This is an optimization exercise on Yosys and OpenROAD, whose aim is small area, not a production implementation.
The RTL was checked by simulation tests, not by an equivalence proof against the original design.
No driver is modelled on the clock port, so clocking that relies on it looks cheaper here than on a real chip.
Power figures rest on the tool's default switching activity, not on a simulated workload.

## pong
module pong(clk, row, column, left, right, pause, reset, barra, bola);
	input clk;
	input [9:0] row, column;
	input right, left, pause, reset;
	output reg barra;
	output reg bola;
	reg [7:0] lf;
	wire lz = ~|lf[6:0];
	wire tick = lz & ~lf[7];
	wire fb = lf[7] ^ lf[5] ^ lf[4] ^ lf[3] ^ lz;
	reg [9:0] yc;
	reg [8:0] x1c;
	reg [9:0] y1c;
	reg srv, dxn, dyn;
	function [10:0] add10(input [9:0] a, input [9:0] b);
		integer i;
		reg c;
		begin
			c = 1'b0;
			for (i = 0; i < 10; i = i + 1) begin
				add10[i] = a[i] ^ b[i] ^ c;
				c = (a[i] & b[i]) | (a[i] & c) | (b[i] & c);
			end
			add10[10] = c;
		end
	endfunction
	function [9:0] add9(input [8:0] a, input [8:0] b);
		integer i;
		reg c;
		begin
			c = 1'b0;
			for (i = 0; i < 9; i = i + 1) begin
				add9[i] = a[i] ^ b[i] ^ c;
				c = (a[i] & b[i]) | (a[i] & c) | (b[i] & c);
			end
			add9[9] = c;
		end
	endfunction
	function [9:0] step10(input [9:0] v, input d, input e);
		integer i;
		reg c;
		begin
			c = e;
			for (i = 0; i < 10; i = i + 1) begin
				step10[i] = v[i] ^ c;
				c = c & (v[i] ^ d);
			end
		end
	endfunction
	wire [10:0] spc = add10(column, yc);
	wire [9:0] sbr = add9(row[8:0], x1c);
	wire [10:0] sbc = add10(column, y1c);
	wire prow = (row[9:3] == 7'd55) | (row == 10'd448);
	wire pcol = spc[10] & (spc[9:7] == 3'd0) &
		(~spc[6] | (spc[5:3] == 3'd0 & ~(spc[2] & (spc[1] | spc[0]))));
	wire brow = ~row[9] & sbr[9] & (sbr[8:4] == 5'd0) & ~(sbr[3] & (sbr[2] | (sbr[1] & sbr[0])));
  ...
export LEC_CHECK = 0
export CAP_MARGIN = 20
export CORE_MARGIN = 2
export CORE_UTILIZATION = 80
export GPL_TIMING_DRIVEN = 0
export PLACE_DENSITY = 0.88
export SLEW_MARGIN = 20
create_clock -name core_clock -period 10.0 [get_ports {clk}]
standard.sh (not shown) runs the stock make flow with config.mk's settings and CLKGATE_MAP_FILE= SYNTH_SCRIPT=/design/flow/synth_recipe.tcl, a recipe that flattens the netlist after the stock synthesis.
==> flow/flow/run.sh <==
#!/bin/bash
# Layout flow: the standard flow (standard.sh) with these changes:
#  - synthesis maps the logic with ABC for area (dch + amap) instead of
#    ORFS's delay script; everything else in synthesis is unchanged, so the
#    registers are those of the standard synthesis;
#  - the port buffers are the smallest buffer, buf_1;
#  - the clock tree is built of clkbuf_4, and flow/post_cts.tcl upsizes
#    to clkbuf_8 the buffers whose clock pins would see too high a slew.
# The make output goes to flow.log here; ORFS's own logs are under orfs/logs.
set -euo pipefail
W=$(pwd)
F=$W/flow
sed 's|  log_cmd abc {\*}\$abc_args|  log_cmd abc -script '"$F"'/area.abc {*}[lrange $abc_args 2 end]|' \
	"$FLOW_HOME/scripts/synth.tcl" > "$W/synth_area.tcl"
grep -q 'area.abc' "$W/synth_area.tcl"
sed "s|source \$::env(SCRIPTS_DIR)/synth.tcl|source $W/synth_area.tcl|" \
	"$W/synth_recipe.tcl" > "$W/synth_recipe_area.tcl"
grep -q 'synth_area.tcl' "$W/synth_recipe_area.tcl"
bash "$W/standard.sh" "SYNTH_SCRIPT=$W/synth_recipe_area.tcl" \
	"BUFFER_PORTS_ARGS=-buffer_cell sky130_fd_sc_hd__buf_1" \
	"CTS_ARGS=-sink_clustering_enable -repair_clock_nets -dont_use_dummy_load -buf_list sky130_fd_sc_hd__clkbuf_4 -root_buf sky130_fd_sc_hd__clkbuf_4" \
	"POST_CTS_TCL=$F/post_cts.tcl" finish > "$W/flow.log" 2>&1
==> flow/flow/area.abc <==
strash
dch -f
amap
topo
==> flow/flow/post_cts.tcl <==
estimate_parasitics -placement
set resized 0
foreach inst [get_cells *] {
  if { ![string match "*clkbuf_4" [get_property $inst ref_name]] } { continue }
  set out [get_pins -of_objects $inst -filter "direction==output"]
  set worst 0.0
  foreach p [get_pins -of_objects [get_nets -of_objects $out] -filter "direction==input"] {
    set s [get_property $p slew_max]
    if { $s > $worst } { set worst $s }
  }
  if { $worst > 0.110 } {
    replace_cell $inst sky130_fd_sc_hd__clkbuf_8
    incr resized
    puts "post_cts: [get_full_name $inst] worst sink slew $worst ns, now clkbuf_8"
  }
}
puts "post_cts: resized $resized clock buffers"
if { $resized > 0 } {
  detailed_placement
  check_placement -verbose
  estimate_parasitics -placement
}
==> next run, changes <==
--- a/flow/config.mk
+++ b/flow/config.mk
@@ -8,6 +8,6 @@
 export CAP_MARGIN = 20
 export CORE_MARGIN = 2
-export CORE_UTILIZATION = 80
+export CORE_UTILIZATION = 55
 export GPL_TIMING_DRIVEN = 0
-export PLACE_DENSITY = 0.88
+export PLACE_DENSITY = 0.7
 export SLEW_MARGIN = 20
After rerunning: Die area goes up by 42%; sequential power hardly moves; worst setup slack improves by 0.56 ns; routed wire length falls by 22%; power is about the same; final area is higher by 0.65%; synthesized cell count does not change; clock skew is higher by 0.0037 ns; synthesized area is unchanged.

* * *

pong again, from the RTL that the note above started with.
export LEC_CHECK = 0
export CAP_MARGIN = 20
export CORE_MARGIN = 2
export CORE_UTILIZATION = 40
export GPL_TIMING_DRIVEN = 0
export PLACE_DENSITY = 0.6
export SLEW_MARGIN = 20
create_clock -name core_clock -period 10.0 [get_ports {clk}]
==> flow/flow/post_cts.tcl <==
estimate_parasitics -placement
set resized 0
foreach inst [get_cells *] {
  if { ![string match "*clkbuf_4" [get_property $inst ref_name]] } { continue }
  set out [get_pins -of_objects $inst -filter "direction==output"]
  set worst 0.0
  foreach p [get_pins -of_objects [get_nets -of_objects $out] -filter "direction==input"] {
    set s [get_property $p slew_max]
    if { $s > $worst } { set worst $s }
  }
  if { $worst > 0.100 } {
    replace_cell $inst sky130_fd_sc_hd__clkbuf_8
    incr resized
    puts "post_cts: [get_full_name $inst] worst sink slew $worst ns, now clkbuf_8"
  }
}
puts "post_cts: resized $resized clock buffers"
if { $resized > 0 } {
  detailed_placement
  check_placement -verbose
  estimate_parasitics -placement
}
Scripts as last shown in full above: flow/flow/run.sh, flow/flow/area.abc
The first run finished clean.
==> next run, changes <==
--- a/flow/flow/post_cts.tcl
+++ b/flow/flow/post_cts.tcl
@@ -9,5 +9,5 @@
     if { $s > $worst } { set worst $s }
   }
-  if { $worst > 0.100 } {
+  if { $worst > 0.110 } {
     replace_cell $inst sky130_fd_sc_hd__clkbuf_8
     incr resized
- CORE_UTILIZATION: 40 -> 70
- PLACE_DENSITY: 0.6 -> 0.8
The changed run completed with no timing, DRC or antenna violations.
Synthesized cell count stays the same.
Clock-buffer cell count is unchanged.
Total power fell by 4.0%.
Cell area decreases by 2.4%.
Cell count came out lower by 11%.
Sequential power barely changes.
Combinational power is lower by about 1%.
Global-route usage increases by 11 points.
==> next run, changes <==
- CORE_UTILIZATION: 70 -> 40
- PLACE_DENSITY: 0.8 -> 0.6
The changed run went through all stages and came out clean.
Non-clock buffer count does not change.
Worst setup slack improves by 0.21 ns.
Routed wire length grows by 6.4%.
Power grows by 4.2%.
==> next run, changes <==
- CORE_UTILIZATION: 40 -> 62
- PLACE_DENSITY: 0.6 -> 0.75
The new run passed the timing, DRC and antenna checks. Combinational power drops by about 2%. Global-route usage climbs by 9.9 points. Sequential cell count stays the same. Clock skew barely changes. Routed wire length drops by 2.4%.

## what the ideal ports hide
The flow's constraints put no driver on any port. The routed layouts listed below were extracted and timed again, unchanged, in two steps. Step 1 (the two cells are an assumption about what drives the block):
set clk [get_ports {clk}]
set_driving_cell -lib_cell sky130_fd_sc_hd__clkbuf_16 $clk
set_driving_cell -lib_cell sky130_fd_sc_hd__buf_2 [delete_from_list [all_inputs] $clk]
Step 2 moves the port delays by t, midway between the first and last clock arrival at a register: inputs arrive t later, outputs are due t later. That takes back most of the time a late clock gives input paths. Slacks: no drivers / after step 1 / after step 2; pairs: no drivers / after step 1.
| run | t (ns) | setup slack, ns | worst data-port slew with drivers (ns) |
|---|---|---|---|
| the first run of note 1 | 0.373 | 0.634 / 0.634 / 0.634 | 0.03 |
| the second run of note 1 | 0.366 | 1.193 / 1.193 / 1.193 | 0.03 |
| the first run of note 2 | 0.355 | 1.072 / 1.072 / 1.072 | 0.03 |
| the second run of note 2 | 0.363 | 0.861 / 0.861 / 0.861 | 0.03 |
| the third run of note 2 | 0.355 | 1.072 / 1.072 / 1.072 | 0.03 |
| the fourth run of note 2 | 0.360 | 1.053 / 1.053 / 1.053 | 0.03 |
After both steps every run listed still meets setup and hold.
